What follows belongs to an exercise in optimizing a design on an open flow for small area; a production flow would make more cautious choices.
In this exercise RTL edits were held to simulation tests only and were not proved equivalent to the original.
Power figures rest on the tool's default switching activity, not on a simulated workload.

--- design/flow/config.mk ---
export PLATFORM = sky130hd
export DESIGN_NAME = starsea_core
export DESIGN_NICKNAME = starsea_core
export VERILOG_FILES = /design/flow/design.v
export SDC_FILE = /design/flow/constraint.sdc
export NUM_CORES = 4
export LEC_CHECK = 0
export CAP_MARGIN = 35
export CORE_MARGIN = 2
export CORE_UTILIZATION = 30
export SLEW_MARGIN = 35
--- design/flow/design.v ---
module regs (
input         clk,
input         rst_n,
input  [ 4:0] rs1_nx,      
input  [ 4:0] rs2_nx,
output [31:0] rs1_dat,
output [31:0] rs2_dat,
input         we,
input  [ 4:0] rd,
input  [31:0] rd_dat
);
reg  [31:1] valid;
reg  [32*32-1:32] mem;
reg  [31:1] sel1, sel2;    
wire [31:1] wsel;
genvar i;
generate for (i = 1; i < 32; i = i + 1) begin : g_reg
    assign wsel[i] = we & (rd == i);
    always @(posedge clk or negedge rst_n)
        if (~rst_n)       valid[i] <= 1'b0;
        else if (wsel[i]) valid[i] <= 1'b1;
    always @(posedge clk)
        if (wsel[i]) mem[i*32 +: 32] <= rd_dat;
    always @(posedge clk) begin
        sel1[i] <= (rs1_nx == i) & (valid[i] | wsel[i]);
        sel2[i] <= (rs2_nx == i) & (valid[i] | wsel[i]);
    end
end endgenerate
reg [31:0] r1, r2;
integer k;
always @(*) begin
    r1 = 32'b0;
    r2 = 32'b0;
    for (k = 1; k < 32; k = k + 1) begin
        r1 = r1 | ({32{sel1[k]}} & mem[k*32 +: 32]);
        r2 = r2 | ({32{sel2[k]}} & mem[k*32 +: 32]);
    end
end
assign rs1_dat = r1;
assign rs2_dat = r2;
endmodule
module alu (
input      [31:0] a,
input      [31:0] b,
input      [ 2:0] funct3,
input             arith,      
input             sub,        
input             force_add,  
output     [31:0] sum,
output            eq,
output            lts,
output            ltu,
output reg [31:0] res
);
wire [32:0] s33 = {1'b0, a} + {1'b0, b ^ {32{sub}}} + {32'b0, sub};
assign sum = s33[31:0];
assign eq  = ~|sum;
assign ltu = ~s33[32];
assign lts = (a[31] ^ b[31]) ? a[31] : sum[31];
wire        left = (funct3 == 3'b001);
wire [31:0] a_rev;
wire [31:0] sr;
wire [31:0] sr_rev;
genvar i;
generate for (i = 0; i < 32; i = i + 1) begin : g_rev
    assign a_rev[i]  = a[31-i];
    assign sr_rev[i] = sr[31-i];
end endgenerate
wire [31:0] sin  = left ? a_rev : a;
wire        fill = ~left & arith & a[31];
wire [32:0] sx   = $signed({fill, sin}) >>> b[4:0];
assign sr = sx[31:0];
wire [31:0] shf = left ? sr_rev : sr;
always @(*) begin
    if (force_add) res = sum;
    else case (funct3)
        3'b000: res = sum;
        3'b001: res = shf;
        3'b010: res = {31'b0, lts};
        3'b011: res = {31'b0, ltu};
        3'b100: res = a ^ b;
        3'b101: res = shf;
        3'b110: res = a | b;
        default: res = a & b;
    endcase
end
endmodule
module starsea_core
(
  input          clk                ,
  input          rst_n              ,
  input          intr               ,
  output  [31:0] inst_addr          ,
  input   [31:0] inst_data          ,
  output         dram_we_o          ,
  output  [ 3:0] dram_be_o          ,
  output         dram_rd_o          ,
  output  [31:0] dram_addr_o        ,
  output  [31:0] dram_wdat_o        ,
  input   [31:0] dram_rdat          ,
  output         reg_bus_we         ,
  output  [31:0] reg_bus_addr       ,
  output  [31:0] reg_bus_wdat       ,
  output         reg_bus_rd         ,
  input   [31:0] reg_bus_rdat
);
reg  [31:0] pc_inc;         
reg  [31:0] inst_ex;        
reg  [31:0] pc_d;           
reg         pc_jump_en_d;
reg  [ 4:0] rd_d;           
reg  [31:0] add_res;        
reg         add_res_val;
reg  [31:0] addr;           
reg  [31:0] wdat;           
reg  [ 2:0] funct3_wb;
reg         dram_we;
reg         dram_as;
reg         csrr_rd_en;
reg         btype_inst_wb;
reg         jalr_bran_take;
reg         btype_bran_take;
reg         ecall_bran_take;
reg         ebreak_bran_take;
reg         mret_bran_take;
reg         misalign_bran_take;
reg         jalr_misalign_bran_take;
reg         j_misalign_exception_ex;
reg         j_misalign_bran_take;
reg         intr_d;
reg         intr_bran_take;
reg  [31:0] mtvec;
reg  [31:0] mstatus;
reg  [31:0] mepc;
reg  [31:0] mtval;
reg  [ 3:0] mcause;
wire grp_x      = intr_bran_take | misalign_bran_take | jalr_misalign_bran_take |
                  j_misalign_bran_take | mret_bran_take | ebreak_bran_take;
wire pc_jump_en = grp_x | ecall_bran_take | jalr_bran_take | btype_bran_take;
wire [3:0] pc_sel = {grp_x, ecall_bran_take, jalr_bran_take, pc_jump_en};
reg [31:0] pc;
always @(*) begin
    case (pc_sel)
    4'b0001: pc = addr;
    4'b0011: pc = {addr[31:1], 1'b0};
    4'b0101: pc = mtvec;
    4'b1001: pc = mret_bran_take ? addr : mtvec;
    default: pc = pc_inc;
    endcase
end
assign inst_addr = pc;
wire        jal_inst = inst_data[6:0] == 7'b1101111;
wire [31:0] jal_imm  = {{11{inst_data[31]}}, inst_data[31], inst_data[19:12], inst_data[20], inst_data[30:21], 1'b0};
wire        j_misalign_exception = jal_inst & (pc[0] | (pc[1] ^ inst_data[21]));
always @(posedge clk or negedge rst_n)
    if (~rst_n) pc_inc <= 32'b0;
    else        pc_inc <= pc + (jal_inst ? jal_imm : 32'd4);
always @(posedge clk or negedge rst_n)
    if (~rst_n) inst_ex <= 32'b0;
    else        inst_ex <= inst_data;
always @(posedge clk) begin
    pc_d         <= pc;
    pc_jump_en_d <= pc_jump_en;
end
wire [6:0] op     = inst_ex[6:0];
wire [2:0] f3     = inst_ex[14:12];
wire [6:0] f7     = inst_ex[31:25];
wire [11:0] f12   = inst_ex[31:20];
wire is_r     = op == 7'b0110011;
wire is_iari  = op == 7'b0010011;
wire is_load  = op == 7'b0000011;
wire is_store = op == 7'b0100011;
wire is_lui   = op == 7'b0110111;
wire is_auipc = op == 7'b0010111;
wire is_br    = op == 7'b1100011;
wire is_jal   = op == 7'b1101111;
wire is_jalr  = op == 7'b1100111 && f3 == 3'b000;
wire is_sys   = op == 7'b1110011;
wire is_i     = is_load | is_iari | (op == 7'b1100111);
wire [4:0] rs1_ex = is_lui ? 5'b0 : inst_ex[19:15];
wire [4:0] rs2_ex = inst_ex[24:20];
wire [4:0] rd_ex  = (is_br | is_store) ? 5'b0 : inst_ex[11:7];
wire [31:0] imm_s = {{20{inst_ex[31]}}, inst_ex[31:25], is_store ? inst_ex[11:7] : inst_ex[24:20]};
wire [31:0] imm_u = {inst_ex[31:12], 12'b0};
wire [31:0] imm_b = {{20{inst_ex[31]}}, inst_ex[7], inst_ex[30:25], inst_ex[11:8], 1'b0};
wire go = ~pc_jump_en;
wire [4:0] rs1_nx = (inst_data[6:0] == 7'b0110111) ? 5'b0 : inst_data[19:15];
wire [4:0] rs2_nx = inst_data[24:20];      
wire [31:0] rs1_rf, rs2_rf;
wire [31:0] rd_dat;
wire        rd_val = dram_as | add_res_val | csrr_rd_en;
regs u_regs (
.clk     (clk                ),
.rst_n   (rst_n              ),
.rs1_nx  (rs1_nx             ),
.rs2_nx  (rs2_nx             ),
.rs1_dat (rs1_rf             ),
.rs2_dat (rs2_rf             ),
.we      (rd_val             ),
.rd      (rd_d               ),
.rd_dat  (rd_dat             )
);
wire hazard_rs1 = ~pc_jump_en_d & (rs1_ex == rd_d) & (|rd_d);
wire hazard_rs2 = ~pc_jump_en_d & (rs2_ex == rd_d) & (|rd_d);
wire [31:0] opa = hazard_rs1 ? rd_dat : rs1_rf;
wire [31:0] opb = hazard_rs2 ? rd_dat : rs2_rf;
wire [31:0] alu_b = (is_r | is_br) ? opb : is_lui ? imm_u : imm_s;
wire        alu_sub = is_br | ((is_r | is_iari) & (f3 == 3'b010 | f3 == 3'b011)) |
                      (is_r & f3 == 3'b000 & f7[5]);
wire [31:0] sum, alu_res;
wire        eq, lts, ltu;
alu u_alu (
.a         (opa        ),
.b         (alu_b      ),
.funct3    (f3         ),
.arith     (f7[5]      ),
.sub       (alu_sub    ),
.force_add (is_lui     ),
.sum       (sum        ),
.eq        (eq         ),
.lts       (lts        ),
.ltu       (ltu        ),
.res       (alu_res    )
);
wire op_ok = (f7 == 7'b0000000) |
             (f7 == 7'b0100000 & (f3 == 3'b101 | (is_r & f3 == 3'b000))) |
             (is_iari & f3 != 3'b001 & f3 != 3'b101);
wire [31:0] pc_b   = is_auipc ? imm_u : is_br ? imm_b : 32'd4;
wire [31:0] pc_sum = pc_d + pc_b;
reg br_cond;
always @(*) begin
    case (f3)
    3'b000: br_cond = eq;
    3'b001: br_cond = ~eq;
    3'b100: br_cond = lts;
    3'b110: br_cond = ltu;
    3'b111: br_cond = ~ltu;
    default: br_cond = ~lts;
    endcase
end
wire load_misalign_exception  = go & is_load &
                                ((f3 == 3'b010 & (|sum[1:0])) | ((f3 == 3'b001 | f3 == 3'b101) & sum[0]));
wire store_misalign_exception = go & is_store &
                                ((f3 == 3'b010 & (|sum[1:0])) | (f3 == 3'b001 & sum[0]));
wire misalign_exception       = btype_inst_wb & (|pc[1:0]);
wire jalr_misalign_exception  = jalr_bran_take & addr[1];
wire ecall_ex  = go & is_sys & f12 == 12'h000 & f3 == 3'b000;
wire ebreak_ex = go & is_sys & f12 == 12'h001 & f3 == 3'b000;
wire mret_ex   = go & is_sys & f7 == 7'h18 & f3 == 3'b000;
wire csrw      = go & is_sys & f3 == 3'b001;
wire intr_take = intr & ~intr_d & mstatus[3];
wire upd_res = go & (((is_r | is_iari) & op_ok) | is_lui | is_auipc | is_jal | is_jalr);
always @(posedge clk or negedge rst_n)
    if (~rst_n)       add_res <= 32'b0;
    else if (upd_res) add_res <= (is_auipc | is_jal | is_jalr) ? pc_sum : alu_res;
reg [31:0] csr_rd;
always @(*) begin
    case (f12)
    12'h300: csr_rd = mstatus;
    12'h305: csr_rd = mtvec;
    12'h341: csr_rd = mepc;
    12'h342: csr_rd = {28'b0, mcause};
    12'h343: csr_rd = mtval;
    default: csr_rd = 32'b0;
    endcase
end
always @(posedge clk) begin
    addr          <= is_br ? pc_sum : is_sys ? mepc : sum;
    wdat          <= is_store ? opb : (is_sys & f3 == 3'b010) ? csr_rd : 32'b0;
    funct3_wb     <= f3;
    rd_d          <= rd_ex;
    btype_inst_wb <= is_br;
end
always @(posedge clk or negedge rst_n)
    if (~rst_n) begin
        add_res_val             <= 1'b0;
        dram_we                 <= 1'b0;
        dram_as                 <= 1'b0;
        csrr_rd_en              <= 1'b0;
        jalr_bran_take          <= 1'b0;
        btype_bran_take         <= 1'b0;
        ecall_bran_take         <= 1'b0;
        ebreak_bran_take        <= 1'b0;
        mret_bran_take          <= 1'b0;
        misalign_bran_take      <= 1'b0;
        jalr_misalign_bran_take <= 1'b0;
        j_misalign_exception_ex <= 1'b0;
        j_misalign_bran_take    <= 1'b0;
        intr_d                  <= 1'b0;
        intr_bran_take          <= 1'b0;
    end else begin
        add_res_val             <= go & (is_r | is_iari | is_lui | is_auipc | is_jal | is_jalr);
        dram_we                 <= go & is_store & ~store_misalign_exception;
        dram_as                 <= go & is_load & ~load_misalign_exception;
        csrr_rd_en              <= go & is_sys & (f3 == 3'b001 | f3 == 3'b010 | f3 == 3'b111);
        jalr_bran_take          <= go & is_jalr;
        btype_bran_take         <= go & is_br & ((hazard_rs1 & hazard_rs2) | br_cond);
        ecall_bran_take         <= ecall_ex;
        ebreak_bran_take        <= ebreak_ex;
        mret_bran_take          <= mret_ex;
        misalign_bran_take      <= misalign_exception | load_misalign_exception | store_misalign_exception;
        jalr_misalign_bran_take <= jalr_misalign_exception;
        j_misalign_exception_ex <= j_misalign_exception;
        j_misalign_bran_take    <= j_misalign_exception_ex;
        intr_d                  <= intr;
        intr_bran_take          <= intr_take;
    end
always @(posedge clk or negedge rst_n)
    if (~rst_n)                       mtvec <= 32'd4;
    else if (csrw && f12 == 12'h305)  mtvec <= opa;
always @(posedge clk or negedge rst_n)
    if (~rst_n)                       mstatus <= 32'b0;
    else if (csrw && f12 == 12'h300)  mstatus <= opa;
always @(posedge clk or negedge rst_n)
    if (~rst_n)                       mepc <= 32'b0;
    else if (csrw && f12 == 12'h341)  mepc <= opa;
    else if (ecall_ex | ebreak_ex | store_misalign_exception | load_misalign_exception |
             misalign_exception | intr_take)
                                      mepc <= pc_d;
always @(posedge clk or negedge rst_n)
    if (~rst_n)                       mcause <= 4'd0;
    else if (ecall_ex)                mcause <= 4'd11;
    else if (ebreak_ex)               mcause <= 4'd3;
    else if (load_misalign_exception) mcause <= 4'd4;
    else if (store_misalign_exception) mcause <= 4'd6;
    else if (misalign_exception)      mcause <= 4'd0;
always @(posedge clk or negedge rst_n)
    if (~rst_n) mtval <= 32'b0;
    else if (misalign_exception | jalr_misalign_exception | j_misalign_exception_ex)
                mtval <= pc;
    else if (load_misalign_exception | store_misalign_exception)
                mtval <= sum;
wire [31:0] dout = addr[31] ? reg_bus_rdat : dram_rdat;
reg  [ 7:0] ld_byte;
always @(*) begin
    case (addr[1:0])
    2'd0: ld_byte = dout[ 7: 0];
    2'd1: ld_byte = dout[15: 8];
    2'd2: ld_byte = dout[23:16];
    default: ld_byte = dout[31:24];
    endcase
end
wire [15:0] ld_half = addr[1] ? dout[31:16] : dout[15:0];
reg  [31:0] load_data;
always @(*) begin
    case (funct3_wb)
    3'b000: load_data = {{24{ld_byte[7]}}, ld_byte};
    3'b100: load_data = {24'b0, ld_byte};
    3'b001: load_data = {{16{ld_half[15]}}, ld_half};
    3'b101: load_data = {16'b0, ld_half};
    3'b010: load_data = dout;
    default: load_data = 32'b0;
    endcase
end
assign rd_dat = dram_as ? load_data : csrr_rd_en ? wdat : add_res;
wire sb = funct3_wb == 3'b000;
wire sh = funct3_wb == 3'b001;
wire sw = funct3_wb == 3'b010;
wire [3:0] be;
assign be[0] = (sb & addr[1:0] == 2'd0) | (sh & ~addr[1]) | sw;
assign be[1] = (sb & addr[1:0] == 2'd1) | (sh & ~addr[1]) | sw;
assign be[2] = (sb & addr[1:0] == 2'd2) | (sh &  addr[1]) | sw;
assign be[3] = (sb & addr[1:0] == 2'd3) | (sh &  addr[1]) | sw;
wire [31:0] st_dat;
assign st_dat[ 7: 0] = be[0] ? wdat[7:0] : 8'b0;
assign st_dat[15: 8] = be[1] ? (sb ? wdat[7:0] : wdat[15:8]) : 8'b0;
assign st_dat[23:16] = be[2] ? (sw ? wdat[23:16] : wdat[7:0]) : 8'b0;
assign st_dat[31:24] = be[3] ? (sb ? wdat[7:0] : sh ? wdat[15:8] : wdat[31:24]) : 8'b0;
assign dram_we_o    = dram_we & ~addr[31];
assign dram_rd_o    = dram_as & ~addr[31];
assign dram_be_o    = be;
assign dram_addr_o  = {~addr[30], ~addr[30], addr[29:0]};
assign dram_wdat_o  = st_dat;
assign reg_bus_we   = dram_we & addr[31];
assign reg_bus_rd   = dram_as & addr[31];
assign reg_bus_addr = addr;
assign reg_bus_wdat = st_dat;
endmodule
--- design/flow/run.sh ---
#!/bin/bash
# synth_recipe.tcl (not shown) runs the flow's synth.tcl, then flattens the netlist and writes it again
# the make line also repeats each setting of config.mk as NAME=value (left out here)
make -C /OpenROAD-flow-scripts/flow DESIGN_CONFIG=/design/flow/config.mk WORK_HOME=/design/flow/orfs CLKGATE_MAP_FILE= SYNTH_SCRIPT=/design/flow/synth_recipe.tcl finish
--- design/flow/constraint.sdc ---
create_clock -name core_clock -period 12.0 [get_ports {clk}]
set_input_delay 2.4000 -clock core_clock [delete_from_list [all_inputs] [get_ports {clk}]]
set_output_delay 2.4000 -clock core_clock [all_outputs]
set_load 0.01 [all_outputs]
==> results of run 1 <==
## where the power goes
part           switching [mW]  leakage [nW]  internal (mW)  total [mW]
clock network            2.18          2.56           2.88        5.05
logic                    2.00          13.8          0.855        2.85
registers               0.237          13.4           5.87        6.10
total                    4.42          29.7           9.60        14.0
## metal layers
layer / vias to the layer above / global-route usage, %
met5: - / 0.714
met4: 30 / 26.2
li1: 24997 / -
met1: 32131 / 36.7
met3: 2136 / 13.2
met2: 6845 / 47.5
## stage by stage
| step | hold slack, ns | util [%] | power [mW] |
|---|---|---|---|
| 2_1_floorplan | 0.345 | - | 7.48 |
| 3_3_place_gp | 0.361 | 33.3 | 8.85 |
| 3_5_place_dp | 0.362 | 33.4 | 8.89 |
| 4_1_cts | 0.362 | 35.7 | 13.8 |
| 5_1_grt | 0.376 | 35.7 | 14.3 |
| 6_report | 0.370 | 35.8 | 14.0 |
## cell type report
class	instances	area share, %
sequential	1434	47.6
multi-input combinational	4096	34.7
timing repair buffer	559	6.04
clock buffer	207	5.07
tap	3150	4.68
clock inverter	74	1.20
inverter	161	0.723
antenna	12	0.0356
## worst min-delay path by stage
stage                                  startpoint              endpoint  cells after the start  slack, ns
after floorplan                       inst_ex[12]          funct3_wb[0]                      0       0.35
after global placement    j_misalign_exception_ex  j_misalign_bran_take                      0       0.36
after detailed placement  j_misalign_exception_ex  j_misalign_bran_take                      0       0.36
after CTS                 j_misalign_exception_ex  j_misalign_bran_take                      0       0.36
after global routing      j_misalign_exception_ex  j_misalign_bran_take                      0       0.38
final                     j_misalign_exception_ex  j_misalign_bran_take                      0       0.37
## kinds of logic (layout without fill, tap and decap cells)
kind of cell	after synthesis	after routing	synth area share, %
xor+xnor	117	117	1.45
flops	1434	1434	56.2
simple gates	1407	1407	9.62
buf+inv	661	1001	3.90
other cells	0	12	0
mux	245	245	3.70
compound gates	2169	2169	22.3
fa+ha+maj	158	158	2.81
## layout by cell type (no fill, tap or decap), drive strengths merged, types with 29 or more instances in the layout
cell | synthesis | final
edfxtp | 992 | 992
xor2 | 29 | 29
nand2 | 384 | 384
o21ai | 292 | 292
and3 | 41 | 41
o22ai | 97 | 97
mux2i | 204 | 204
a22o | 296 | 296
dfxtp | 168 | 168
clkbuf | 321 | 207
a21o | 42 | 42
nand4 | 136 | 136
a221oi | 297 | 297
inv | 159 | 162
dfrtp | 273 | 273
a21oi | 301 | 301
nor2b | 39 | 39
a22oi | 433 | 433
a222oi | 97 | 97
a31oi | 34 | 34
nor2 | 354 | 354
nor3 | 124 | 124
or3 | 30 | 30
mux2 | 30 | 30
and2 | 60 | 60
xnor2 | 88 | 88
buf | 179 | 294
o21a | 39 | 39
nand3 | 126 | 126
clkdlybuf4s50 | 0 | 265
ha | 155 | 155
clkinv | 2 | 53
a211oi | 73 | 73
## synth_stat cells, types with 126 or more instances
library cell  number
o21ai_0          248
nand4_1          135
clkbuf_1         321
edfxtp_1         992
dfxtp_1          168
nand2_1          384
a22oi_1          433
a22o_1           296
nor2_1           354
a221oi_1         297
dfrtp_1          273
mux2i_1          204
inv_1            153
nand3_1          126
a21oi_1          300
ha_1             155
## critical path: stages
cell	delay, ns
clkdlybuf4s50_1	0.43
mux4_2	0.53
and2_1	0.37
a21oi_1	0.63
o21ai_0	0.20
nand2_1	0.12
o21ai_2	0.14
buf_4	0.31
o22ai_2	0.72
a21oi_1	0.30
xnor2_1	0.19
ha_1	0.37
a21o_1	0.23
a21o_1	0.21
a21o_1	0.23
a311oi_1	0.35
o21bai_1	0.21
xnor2_1	0.42
nand2_1	0.12
nor4b_2	0.26
nand4_1	0.17
nor4_2	0.23
nand4b_1	0.17
mux2i_1	0.16
a311oi_1	0.29
==> results.yml, run 1 <==
synthesis:
  syn_inst: 6191
  synth_largest_area_cell: "edfxtp_1"
  synth_nets: 6448
  syn_area_per_cell_um2: 11.5
  synth_top_area_share_pct: 41.9
  synth_area_leaders: "edfxtp_1 42%, dfrtp_1 9.6%, dfxtp_1 4.7%"
  synth_cell_type_count: 102
  synthFlopType: "edfxtp_1"
  ys_seq_elements: 1434
  synthArstFlopShare_pct: 19.1
  netlist_area_um2: 71100
  synth_edf_count: 992
  yosysWarnings: 3
  synth.yosys.seq_area_share_pct: 56.2
placed_design:
  pre_cts_slack_ns: 2.32
  dp.cells: 9397
  postPlaceCellArea_um2: 78800
  gp_congestion: 1.04
  dp_hpwl_mm: 259
  io_buffers: 266
timing:
  setup_tns_ns: 0
  max_freq_mhz: 110
  setup_viol: 0
  period_share_pct: 75.7
  slew_headroom_pct: 22.4
  hold_violations: 0
  final.setup.worst_slack_ns: 2.91
  tightest_slew_ns: 1.16
  fin_skew_ns: 0.0659
  fin_crit_ns: 9.09
  slew_violations: 0
  rsz0062_at_grt: "false"
floorplanning:
  num_io_pins: 267
  core_um2: 236000
  die_w_um: 491
  rows: 178
  dieArea_um2: 241000
  initial_utilization_pct: 30.2
  die_height_um: 491
clock_network:
  clkLatencyLatePin_ns: 0.88
  root_buffer: "clkbuf_16"
  post_cts_buffers: 0
  clk_pin_slew_ns: 0.06
  cts_resized: 0
  clockBufferDepth: 3
  tritoncts.num_buffers: 157
  cts_hold_buf: 0
  cts_tree: "yes"
  clkSinkCount: 1434
  htree_num_levels: 4
setup_path:
  worstSetupEndpointType: "register"
  r2r-end: "btype_bran_take"
  path_max_fanout: 33
  r2r-start: "inst_ex[5]"
  cp.arrival_ns: 9.84
  critPathLaunch: "reg_bus_rdat[31]"
  rrSetupSlack_ns: 3.67
  critical_path_class: "in -> reg"
  endpoint: "btype_bran_take"
  critPathLaunchType: "input pin"
  ff2ff_path_depth: 26
  crit_required_ns: 12.76
route:
  wl_met1_mm: 131
  dr.pass1.iters: 11
  wl_met2_mm: 167
  antenna_left: 0
  vias: 66139
  drcViolationCount: 0
  wl_mm: 405
  wl_per_cell_um: 41.8
  drt-vias-per-instance: 6.82
  wl_met3_mm: 62.2
  dr.max_layer_used: "met5"
  drt_iter0_drc: 14115
job:
  maxCapViolCount: 0
min_path:
  hold_class: "reg -> reg"
global_routing:
  grt_overflow: 0
  grt_pass1_vias: 62133
  grt_max_degree: 85
  grtUsageTotal_pct: 32.3
  antenna_found_initial: 33
  grt_pass1_wl_mm: 539
finish:
  seqCellArea_um2: 40100
  postLayoutCellArea_um2: 84300
  multi_input_area_um2: 29200
  area_growth_pct: 18.4
  largest_reg_flops: 992
  drive_gt1_share_pct: 12.4
  final_nets: 6666
  final_cell_count_no_fill: 9693
  nFillCells: 23080
  regMostFlops: "u_regs.mem"
power:
  p_leak_nw: 29.7
  power_density_nw_per_um2: 166
  irDropWorstVdd_uv: 135
outcome:
  status: "no timing/DRC/antenna violations"
==> inputs of run 2 (changes only) <==
--- a/design/flow/design.v
+++ b/design/flow/design.v
@@ -253,20 +253,15 @@
 always @(posedge clk or negedge rst_n)
     if (~rst_n)       add_res <= 32'b0;
     else if (upd_res) add_res <= (is_auipc | is_jal | is_jalr) ? pc_sum : alu_res;
-reg [31:0] csr_rd;
-always @(*) begin
-    case (f12)
-    12'h300: csr_rd = mstatus;
-    12'h305: csr_rd = mtvec;
-    12'h341: csr_rd = mepc;
-    12'h342: csr_rd = {28'b0, mcause};
-    12'h343: csr_rd = mtval;
-    default: csr_rd = 32'b0;
-    endcase
-end
+wire csr_r = is_sys & f3 == 3'b010;
+wire [31:0] csr_rd = ({32{csr_r & f12 == 12'h300}} & mstatus) |
+                     ({32{csr_r & f12 == 12'h305}} & mtvec) |
+                     ({32{(csr_r & f12 == 12'h341) | f3 == 3'b000}} & mepc) |
+                     ({32{csr_r & f12 == 12'h342}} & {28'b0, mcause}) |
+                     ({32{csr_r & f12 == 12'h343}} & mtval);
 always @(posedge clk) begin
-    addr          <= is_br ? pc_sum : is_sys ? mepc : sum;
-    wdat          <= is_store ? opb : (is_sys & f3 == 3'b010) ? csr_rd : 32'b0;
+    addr          <= is_br ? pc_sum : is_sys ? csr_rd : sum;
+    wdat          <= opb;
     funct3_wb     <= f3;
     rd_d          <= rd_ex;
     btype_inst_wb <= is_br;
@@ -352,7 +347,7 @@
     default: load_data = 32'b0;
     endcase
 end
-assign rd_dat = dram_as ? load_data : csrr_rd_en ? wdat : add_res;
+assign rd_dat = dram_as ? load_data : csrr_rd_en ? addr : add_res;
 wire sb = funct3_wb == 3'b000;
 wire sh = funct3_wb == 3'b001;
 wire sw = funct3_wb == 3'b010;
==> design/flow/flow/run.sh (new file) <==
#!/bin/bash
# Standard ORFS layout (the standard.sh), with these changes to how it is made:
#  - ABC maps the logic with an area-oriented script (abc_area_nf.script) in place
#    of ORFS's delay-oriented one; registers are mapped before ABC, so they are
#    the standard synthesis's registers;
#  - the port buffers are buf_1 cells instead of clkdlybuf4s50_1;
#  - clock tree synthesis uses small clock buffers and no dummy loads.
# ORFS writes each step's full log to orfs/logs/; make's own output goes to
# flow_make.log in the work folder.
set -euo pipefail
cd "$(dirname "$0")/.."
W=$PWD
rm -rf "$W/scripts_alt"
cp -r "$FLOW_HOME/scripts" "$W/scripts_alt"
cp "$W/flow/abc_area_nf.script" "$W/scripts_alt/abc_speed.script"
bash "$W/standard.sh" "SCRIPTS_DIR=$W/scripts_alt" \
    "BUFFER_PORTS_ARGS=-buffer_cell sky130_fd_sc_hd__buf_1" \
    "CTS_ARGS=-sink_clustering_enable -repair_clock_nets -dont_use_dummy_load -buf_list sky130_fd_sc_hd__clkbuf_4 -root_buf sky130_fd_sc_hd__clkbuf_8" \
    finish > "$W/flow_make.log" 2>&1
==> design/flow/flow/abc_area_nf.script (new file) <==
&get -n
&st
&dch
&nf -R 1000 -p -F 8 -A 4
&put
==> design/flow/standard.sh (new file) <==
#!/bin/bash
# synth_recipe.tcl (not shown) runs the flow's synth.tcl, then flattens the netlist and writes it again
# the make line also repeats each setting of config.mk as NAME=value (left out here)
make -C /OpenROAD-flow-scripts/flow DESIGN_CONFIG=/design/flow/config.mk WORK_HOME=/design/flow/orfs CLKGATE_MAP_FILE= SYNTH_SCRIPT=/design/flow/synth_recipe.tcl "${@:-finish}"
==> design/flow/config.mk (replaced) <==
export PLATFORM = sky130hd
export DESIGN_NAME = starsea_core
export DESIGN_NICKNAME = starsea_core
export VERILOG_FILES = /design/flow/design.v
export SDC_FILE = /design/flow/constraint.sdc
export NUM_CORES = 4
export LEC_CHECK = 0
export CAP_MARGIN = 20
export CORE_MARGIN = 2
export CORE_UTILIZATION = 40
export SLEW_MARGIN = 20
removed: design/flow/run.sh
==> results.yml, run 2 <==
outcome:
  status: "no timing/DRC/antenna violations"
power:
  p_sw_mw: 2.93
  p_int_mw: 7.42
  netSwitchingFraction_pct: 28.3
  irDropWorstVdd_uv: 129
  power_frac_clock_pct: 32.9
  power_density_nw_per_um2: 138
  power.share.sequential_pct: 54.5
  p_leak_nw: 26.7
  p_comb_share_pct: 12.6
timing:
  slew_headroom_pct: 8.47
  hold_violations: 0
  tightest_slew_ns: 1.37
  final.setup.worst_slack_ns: 2.51
  fin_skew_ns: 0.108
  setup_tns_ns: 0
  max_freq_mhz: 105
  setup_viol: 0
  period_share_pct: 79.1
  rsz0062_at_grt: "false"
  fin_crit_ns: 9.49
  slew_violations: 0
synthesis:
  synth_top_area_share_pct: 44.8
  synth_area_leaders: "edfxtp_1 45%, dfrtp_1 10%, a222oi_1 6.4%"
  synthArstFlopShare_pct: 19.1
  synth_common_cells: "992 x edfxtp_1, 738 x nand2_1, 422 x a222oi_1"
  synthFlopType: "edfxtp_1"
  synth_largest_area_cell: "edfxtp_1"
  yosysWarnings: 3
  synth.yosys.seq_area_share_pct: 60.2
  syn_area_per_cell_um2: 11.8
  syn_inst: 5615
  ys_seq_elements: 1434
  netlist_area_um2: 66400
  synth_cell_type_count: 61
  yosysMostFrequentCell: "edfxtp_1"
  synth_nets: 5872
  synth_edf_count: 992
setup_path:
  r2r-end: "btype_bran_take"
  worst_path_max_delay_cell: "fa_1"
  r2r-start: "addr[0]"
  crit_path_max_incr_delay_ns: 0.54
  rrSetupSlack_ns: 2.57
  worstSetupEndpointType: "register"
  ff2ff_path_depth: 33
  crit_required_ns: 12.88
  critPathLaunchType: "input pin"
  crit_top_cell: "o21ai_0"
  path_max_fanout: 33
  critical_path_class: "in -> reg"
  cp.arrival_ns: 10.37
finish:
  final_common_cell: "edfxtp_1"
  seqCellArea_um2: 40000
  final_cell_mix: "992 x edfxtp_1, 738 x nand2_1, 422 x a222oi_1, 388 x a21oi_1, 353 x nor2_1"
  drive_gt1_share_pct: 11.4
  regMostFlops: "u_regs.mem"
  multi_input_area_um2: 25900
  nFillCells: 15222
  largest_reg_flops: 992
  final_nets: 6717
  area_growth_pct: 13.3
placed_design:
  io_buffers: 266
  pre_cts_slack_ns: 1.78
  dp_hpwl_mm: 204
  gp_congestion: 1.04
clock_network:
  cts_resized: 0
  htree_num_levels: 5
  clk_pin_slew_ns: 0.05
  clockBufferDepth: 4
  root_buffer: "clkbuf_8"
  post_cts_buffers: 0
  tritoncts.num_buffers: 379
  cts_hold_buf: 0
  clkLatencyLatePin_ns: 1.06
  cts_tree: "yes"
  clkSinkCount: 1434
global_routing:
  grtUsageTotal_pct: 34.7
  antenna_found_initial: 12
  grt_pass1_wl_mm: 418
  grt_overflow: 0
  grt_pass1_vias: 56991
  grt_max_degree: 68
route:
  drcViolationCount: 0
  antenna_left: 0
  drt-vias-per-instance: 6.90
  wl_per_cell_um: 35.0
  dr.pass1.iters: 31
  drt_iter0_drc: 12039
  vias: 59708
  wl_mm: 303
job:
  maxCapViolCount: 0
min_path:
  min_to: "j_misalign_bran_take"
  min_from: "j_misalign_exception_ex"
  hold_class: "reg -> reg"
  hold_path_depth: 0
floorplanning:
  rows: 149
  die_w_um: 411
  core_um2: 165000
  num_io_pins: 267
  dieArea_um2: 169000
  die_height_um: 411
  initial_utilization_pct: 40.3
## run 2: logic make-up after synthesis
kind of cell	after synthesis	synth area share (%)
compound gates	1841	19.9
mux	138	2.13
fa+ha+maj	158	3.01
buf+inv	200	1.49
xor+xnor	129	1.70
flops	1434	60.2
simple gates	1715	11.6
## run 2: cell type report
type / instances / area share (%)
sequential: 1434 / 53.2
tap: 2189 / 3.64
clock buffer: 379 / 4.06
inverter: 137 / 0.683
antenna: 10 / 0.0333
timing repair buffer: 527 / 3.93
multi-input combinational: 3981 / 34.5
## run 2: power by group through the flow
stage	clock [mW]	sequential, mW	combinational, mW
detailed placement	0	5.73	1.25
global placement	0	5.72	1.24
CTS	3.43	5.63	1.25
floorplan	0	5.68	0.725
global route	3.66	5.64	1.38
finish	3.41	5.64	1.30
## run 2: how the worst max path moves through the flow
| stage | startpoint | endpoint | slack, ns | cells after the start |
|---|---|---|---|---|
| 3_5_place_dp | reg_bus_rdat[25] | btype_bran_take | 1.78 | 32 |
| 6_report | dram_rdat[25] | btype_bran_take | 2.51 | 32 |
| 5_1_grt | addr[0] | btype_bran_take | 1.94 | 33 |
| 2_1_floorplan | reg_bus_rdat[24] | mepc[0] | 0.80 | 20 |
| 3_3_place_gp | reg_bus_rdat[26] | btype_bran_take | 1.71 | 35 |
| 4_1_cts | reg_bus_rdat[25] | btype_bran_take | 2.79 | 32 |
## run 2: critical path, delay by kind of cell
kind            cells  cell delay, ns
compound gates     17            4.07
fa+ha+maj           1            0.54
simple gates       10            2.33
mux                 1            0.27
buf+inv             2            0.43
xor+xnor            1            0.31
## run 2: routing by layer
metal  global-route usage (%)  up-vias  share of wire [%]
li1                         -    24403                  -
met1                     45.7    29170                 37
met2                     48.5     5226                 41
met3                     13.1      892                 16
met4                     20.5       17                6.4
met5                    0.311        -              0.058
## run 2: through the flow
stage                     area (um2)  power [mW]  utilization (%)  hold WS, ns  std cells
after floorplan                66400        6.41                -        0.369       5615
after global placement         72100        6.97             43.7        0.380       8267
after detailed placement       72100        6.98             43.7        0.388       8267
after CTS                      75200        10.3             45.6        0.380       8646
after global routing           75200        10.7             45.6        0.390       8650
final                          75300        10.3             45.6        0.385       8657

[separate check: timing with driven ports]
The results above use ideal ports. As a check the final layouts listed here were re-extracted and re-timed, cells and wires unchanged. Step 1 (the two cells are an assumption about what drives the block):
set clk [get_ports {clk}]
set_driving_cell -lib_cell sky130_fd_sc_hd__clkbuf_16 $clk
set_driving_cell -lib_cell sky130_fd_sc_hd__buf_2 [delete_from_list [all_inputs] $clk]
Step 2 moves the port delays by t, midway between the first and last clock arrival at a register: inputs arrive t later, outputs are due t later. That takes back most of the time a late clock gives input paths. Three values: no drivers, after step 1, after step 2; two values: the first two.
| run | shift t [ns] | setup slack, ns | worst setup path at the end | latest minus earliest clock arrival (ns) | worst data-port slew with drivers (ns) |
|---|---|---|---|---|---|
| run 1 | 0.930 | 2.914 / 2.978 / 2.048 | input to register | 0.073 / 0.074 | 0.20 |
| run 2 | 1.096 | 2.506 / 2.564 / 1.468 | input to register | 0.111 / 0.112 | 0.06 |
After both steps every run listed still meets setup and hold. For run 2, which loses most, drivers alone change the setup slack by +0.058 ns; drivers and shift together by -1.038 ns.
